Context: an optimization exercise on an open-source flow, tuned for small area and a short achievable clock period. The choices shown serve that exercise and are no tape-out recipe.
The RTL was checked by simulation tests, not by an equivalence proof against the original design.

==> flow/design.v <==
module macc_417
  #(parameter A_WIDTH = 32,
    parameter B_WIDTH = 32
  )
  (
    input clk,
    input rst,
    input [A_WIDTH-1:0] a,
    input [B_WIDTH-1:0] b,
    input accumulate_enable,
    output [A_WIDTH+B_WIDTH-1:0] result,
    output overflow
  );
  parameter R_WIDTH = A_WIDTH+B_WIDTH;
  wire [A_WIDTH-1:0]a_input = accumulate_enable?a:{A_WIDTH{1'b0}};
  wire [B_WIDTH-1:0]b_input = accumulate_enable?b:{B_WIDTH{1'b0}};  
  reg [R_WIDTH-1:0] accumulator;
  always@(posedge clk or posedge rst)begin
    if (rst) accumulator <= {R_WIDTH{1'b0}};
    else if (accumulate_enable) accumulator <= result;
  end
  wire [A_WIDTH:1][R_WIDTH:0] interconnects;
  generate
    genvar i;
    for (i = 1; i< A_WIDTH; i++) begin:mult
      wire [B_WIDTH-1+i:0] adder_a;
      if (i==1) assign adder_a =  a_input[A_WIDTH-1]?b:{B_WIDTH{1'b0}};
      else assign adder_a =  interconnects[i];
      ripple_adder #(B_WIDTH+i+1,B_WIDTH)ra1(
        {adder_a[B_WIDTH-1+i:0],1'b0},
        a_input[A_WIDTH-1-i]? b_input :{B_WIDTH{1'b0}},
        interconnects[i+1][B_WIDTH+i+1:0]);
    end
  endgenerate
  wire [R_WIDTH-1:0]multiply_result = interconnects[A_WIDTH][R_WIDTH-1:0];
  ripple_adder #(R_WIDTH,R_WIDTH) ra_final(multiply_result, accumulator, {overflow,result});
endmodule
module ripple_adder
  #(parameter A_WIDTH = 64,
    parameter B_WIDTH = 64,
    parameter RESULT_INCL_CARRY = 1
  )
  (
    input [A_WIDTH-1:0] a,
    input [B_WIDTH-1:0] b,
    output [A_WIDTH-1+RESULT_INCL_CARRY:0] result
  );
  wire [A_WIDTH:1] carry; 
  generate 
    genvar i;
    for (i = 0; i<A_WIDTH; i=i+1) begin:adder
      if (i == 0) begin
        half_adder ha0(
          a[i],
          b[i],
          result[i],
          carry[i+1]
        );
      end
      else if (i<B_WIDTH)begin
        full_adder fa1(
          a[i],
          b[i],
          carry[i],
          result[i],
          carry[i+1]
        );
      end else begin
        half_adder ha1(
          a[i],
          carry[i],
          result[i],
          carry[i+1]
        );
      end      
    end
  endgenerate
  if (RESULT_INCL_CARRY) assign result[A_WIDTH] = carry[A_WIDTH];
endmodule
module full_adder
(
  input a,
  input b,
  input carry_in,
  output sum,
  output carry
);
  wire partial_sum, carry_1, carry_2;
  half_adder ha1(a, b, partial_sum, carry_1);
  half_adder ha2(partial_sum, carry_in, sum, carry_2);
  assign carry = carry_1 | carry_2;
endmodule
module half_adder
(
  input a,
  input b,
  output sum,
  output carry
);
  assign sum = a ^ b;
  assign carry = a & b;
endmodule
==> flow/run.sh <==
#!/bin/bash
# synth_recipe.tcl (not shown) runs the flow's synth.tcl, then flattens the netlist and writes it again
# the make line also repeats each setting of config.mk as NAME=value (left out here)
make -C /OpenROAD-flow-scripts/flow DESIGN_CONFIG=/design/flow/config.mk WORK_HOME=/design/flow/orfs CLKGATE_MAP_FILE= SYNTH_SCRIPT=/design/flow/synth_recipe.tcl finish
==> flow/config.mk <==
export PLATFORM = sky130hd
export DESIGN_NAME = macc_417
export DESIGN_NICKNAME = macc_417
export VERILOG_FILES = /design/flow/design.v
export SDC_FILE = /design/flow/constraint.sdc
export NUM_CORES = 4
export LEC_CHECK = 0
export CAP_MARGIN = 20
export CORE_MARGIN = 2
export CORE_UTILIZATION = 40
export SLEW_MARGIN = 20
==> flow/constraint.sdc <==
create_clock -name core_clock -period 55.0 [get_ports {clk}]
set_input_delay 11.0000 -clock core_clock [delete_from_list [all_inputs] [get_ports {clk}]]
set_output_delay 11.0000 -clock core_clock [all_outputs]
set_load 0.01 [all_outputs]
==> insert_results.sql <==
INSERT INTO impl_metrics (metric_group, metric, value, unit) VALUES
('timing', 'final_min_period_over_clock_period', '0.967', ''),
('cts', 'tritoncts_clock_tree', 'built', ''),
('logic_synthesis', 'area_fraction_in_compound_gates_after_synthesis', '0.00670', ''),
('global_route', 'globalRoute.totalOverflow', '0', ''),
('timing', 'setup_total_negative_slack', '0', 'ns'),
('final_layout', 'drive_above_1_share', '0.0237', ''),
('timing', 'fin_crit', '53.17', 'ns'),
('placement', 'numPortBuffers', '131', ''),
('timing', 'final-setup-viol-count', '0', ''),
('logic_synthesis', 'postSynthCellCount', '3474', ''),
('cts', 'ctsLongestPathBuffers', '2', ''),
('final_layout', 'max_flop_register', 'accumulator', ''),
('final_layout', 'final_cells', '4563', ''),
('timing', 'fin_worst_skew', '0.00496', 'ns'),
('critical_path', 'critPathLaunchType', 'input port', ''),
('critical_path', 'crit_path_max_fanout', '32', ''),
('final_layout', 'layout_top_registers', 'accumulator (64)', ''),
('logic_synthesis', 'ys_top_cells_by_count', 'sky130_fd_sc_hd__fa_1 (994), sky130_fd_sc_hd__and3_1 (904), sky130_fd_sc_hd__ha_1 (526)', ''),
('cts', 'cts.root.buffer_cell', 'sky130_fd_sc_hd__clkbuf_16', ''),
('route', 'route.final.wire_length', '80400', 'um'),
('timing', 'rsz0062_at_grt', 'no', ''),
('flow_run', 'cap_viol_max_count', '0', ''),
('cts', 'cts_sinks', '64', ''),
('timing', 'drv_slew', '0', ''),
('critical_path', 'setup.worst_path.end_class', 'primary output', ''),
('route', 'first_iter_violations', '1266', ''),
('cts', 'clk_pin_slew', '0.06', 'ns'),
('logic_synthesis', 'synth_simple_gate_area_share', '0.168', ''),
('route', 'dr_total_vias', '24216', ''),
('global_route', 'grt_antenna_before_repair', '2', ''),
('global_route', 'groute.usage.overall', '0.175', ''),
('floorplan', 'floorplan.die_area', '97700', 'um2'),
('logic_synthesis', 'synthMostInstantiatedCell', 'sky130_fd_sc_hd__fa_1', ''),
('floorplan', 'height_of_the_die', '313', 'um'),
('logic_synthesis', 'number_of_enable_flip_flop_cells_after_synthesis', '0', ''),
('route', 'routed_via_density', '5.31', ''),
('logic_synthesis', 'synth_ff_type', 'sky130_fd_sc_hd__dfrtp_1', ''),
('final_layout', 'fillers', '9185', ''),
('critical_path', 'critical_path_class', 'input port to primary output', ''),
('final_layout', 'largest_register_ffs', '64', ''),
('final_layout', 'nets', '4878', ''),
('route', 'remaining_drc_errors', '0', ''),
('critical_path', 'critPathMostFrequentCell', 'sky130_fd_sc_hd__fa_1', ''),
('logic_synthesis', 'syn-cell-area', '38100', 'um2'),
('logic_synthesis', 'yosys-top-cells-area', 'sky130_fd_sc_hd__fa_1 (52%), sky130_fd_sc_hd__ha_1 (17%), sky130_fd_sc_hd__and3_1 (15%)', ''),
('cts', 'cts_resized', '0', ''),
('logic_synthesis', 'post_synth.cell_area_avg', '11.0', 'um2'),
('logic_synthesis', 'synth.ff_latch_count', '64', ''),
('placement', 'number_of_placed_instances_taps_included', '4544', ''),
('timing', 'hold_violations', '0', ''),
('logic_synthesis', 'synth.mux.area_fraction', '0.00348', ''),
('logic_synthesis', 'synth-async-reset-ratio', '1.00', ''),
('cts', 'cts_setup_buffers', '0', ''),
('logic_synthesis', 'synth.lib_cells_used.distinct', '20', ''),
('logic_synthesis', 'yosys.area_share.xor_xnor', '0.00726', ''),
('global_route', 'wire_length_of_the_first_global_routing_pass', '142000', 'um'),
('route', 'antenna_left', '0', ''),
('cts', 'cts-hold-fix-buffers', '0', ''),
('final_layout', 'syn2layout_area_growth', '5.03', '%'),
('floorplan', 'start_util', '0.402', ''),
('floorplan', 'ios', '132', ''),
('floorplan', 'die_width', '313', 'um'),
('outcome', 'outcome', 'complete, no violations', '');
==> kinds of logic (layout without fill, tap and decap cells) <==
| kind of cell | Yosys count | count (layout) |
|---|---|---|
| AO/OA/AOI/OAI | 51 | 51 |
| XOR/XNOR | 26 | 26 |
| adder cells (fa/ha/maj) | 1520 | 1520 |
| buffers and inverters | 722 | 544 |
| flip-flops | 64 | 64 |
| multiplexers | 13 | 13 |
| other | 0 | 2 |
| AND/OR/NAND/NOR | 1078 | 1078 |
==> cells in the final DEF (no fill, tap or decap) <==
cell type,netlist,routed
sky130_fd_sc_hd__fa_1,994,994
sky130_fd_sc_hd__and3_1,904,904
sky130_fd_sc_hd__ha_1,526,526
sky130_fd_sc_hd__inv_1,346,345
sky130_fd_sc_hd__clkdlybuf4s50_1,0,124
sky130_fd_sc_hd__dfrtp_1,64,64
sky130_fd_sc_hd__nand2_1,62,62
sky130_fd_sc_hd__nand3_1,58,58
sky130_fd_sc_hd__nor2_1,51,51
sky130_fd_sc_hd__a21oi_1,51,51
sky130_fd_sc_hd__buf_4,64,50
sky130_fd_sc_hd__xnor2_1,21,21
sky130_fd_sc_hd__mux2i_1,11,11
sky130_fd_sc_hd__clkbuf_16,0,9
sky130_fd_sc_hd__buf_2,5,6
sky130_fd_sc_hd__and2_1,3,3
sky130_fd_sc_hd__xnor3_1,3,3
sky130_fd_sc_hd__clkinv_4,0,3
sky130_fd_sc_hd__diode_2,0,2
sky130_fd_sc_hd__mux2_2,2,2
sky130_fd_sc_hd__buf_8,0,2
sky130_fd_sc_hd__inv_2,0,1
sky130_fd_sc_hd__xor2_1,1,1
sky130_fd_sc_hd__xnor2_2,1,1
sky130_fd_sc_hd__clkinv_2,0,1
sky130_fd_sc_hd__bufinv_16,0,1
sky130_fd_sc_hd__clkbuf_8,0,1
sky130_fd_sc_hd__clkinvlp_4,0,1
==> critical path: cells and delay by family <==
family | cells | cell delay [ns]
adder cells (fa/ha/maj) | 64 | 28.89
buffers and inverters | 6 | 1.76
AND/OR/NAND/NOR | 1 | 0.46
==> area by class of cell <==
type                       instances  area (um2)  area share
tap                             1265        1580      0.0396
clock buffer                      10         239     0.00597
antenna                            2        5.00    0.000125
timing repair buffer             182        1680      0.0419
inverter                         346        1300      0.0325
clock inverter                     6        68.8     0.00172
sequential                        64        1600      0.0400
multi-input combinational       2688       33500       0.838
==> worst paths after layout <==
check | from | endpoint | slack, ns | cells after the start
worst max-delay path | a[27] | result[63] | 1.83 | 71
worst min-delay path | accumulator[0] | accumulator[0] | 0.52 | 1
worst max register to register | accumulator[0] | accumulator[63] | 26.72 | 67
worst min register to register | accumulator[0] | accumulator[0] | 0.52 | 1
max in group asynchronous | rst | accumulator[36] | 43.17 | 3
min in group asynchronous | rst | accumulator[8] | 11.22 | 3
==> per-stage QoR <==
step                hold WS [ns]  utilization  instance area (um2)
floorplan                  0.487            -                38100
global placement           0.496        0.419                39700
detailed placement         0.507        0.419                39700
CTS                        0.521        0.422                40000
global route               0.543        0.422                40000
finish                     0.520        0.422                40000
==> layer usage <==
layer | vias to the layer above | wire [um] | GRT usage
met5 | - | 0 | 0
met4 | 0 | 420 | 0.0156
met3 | 19 | 2440 | 0.0156
met2 | 269 | 39100 | 0.286
met1 | 13014 | 38400 | 0.264
li1 | 10914 | - | -

## port drivers added, routing unchanged
How much do the figures lean on ideal ports? The routed layout below was timed once more, with nothing changed but the port constraints. Step 1: set_driving_cell puts a clkbuf_16 on clk and a buf_2 on each other input, an assumption about the parent block. Step 2 times the ports against the registers' clock, not the clock port: input delays grow and output delays shrink by t, the midpoint of the rising clock arrivals with the driver on. Three values: ideal ports, drivers, drivers and shift; two values: the first two.
shift t [ns]: 0.404
setup slack, ns: 1.825 / 1.800 / 1.800
hold WS [ns]: 0.520 / 0.520 / 0.520
After both steps this run still meets setup and hold. For this run, drivers alone change the setup slack by -0.025 ns; drivers and shift together by -0.025 ns.
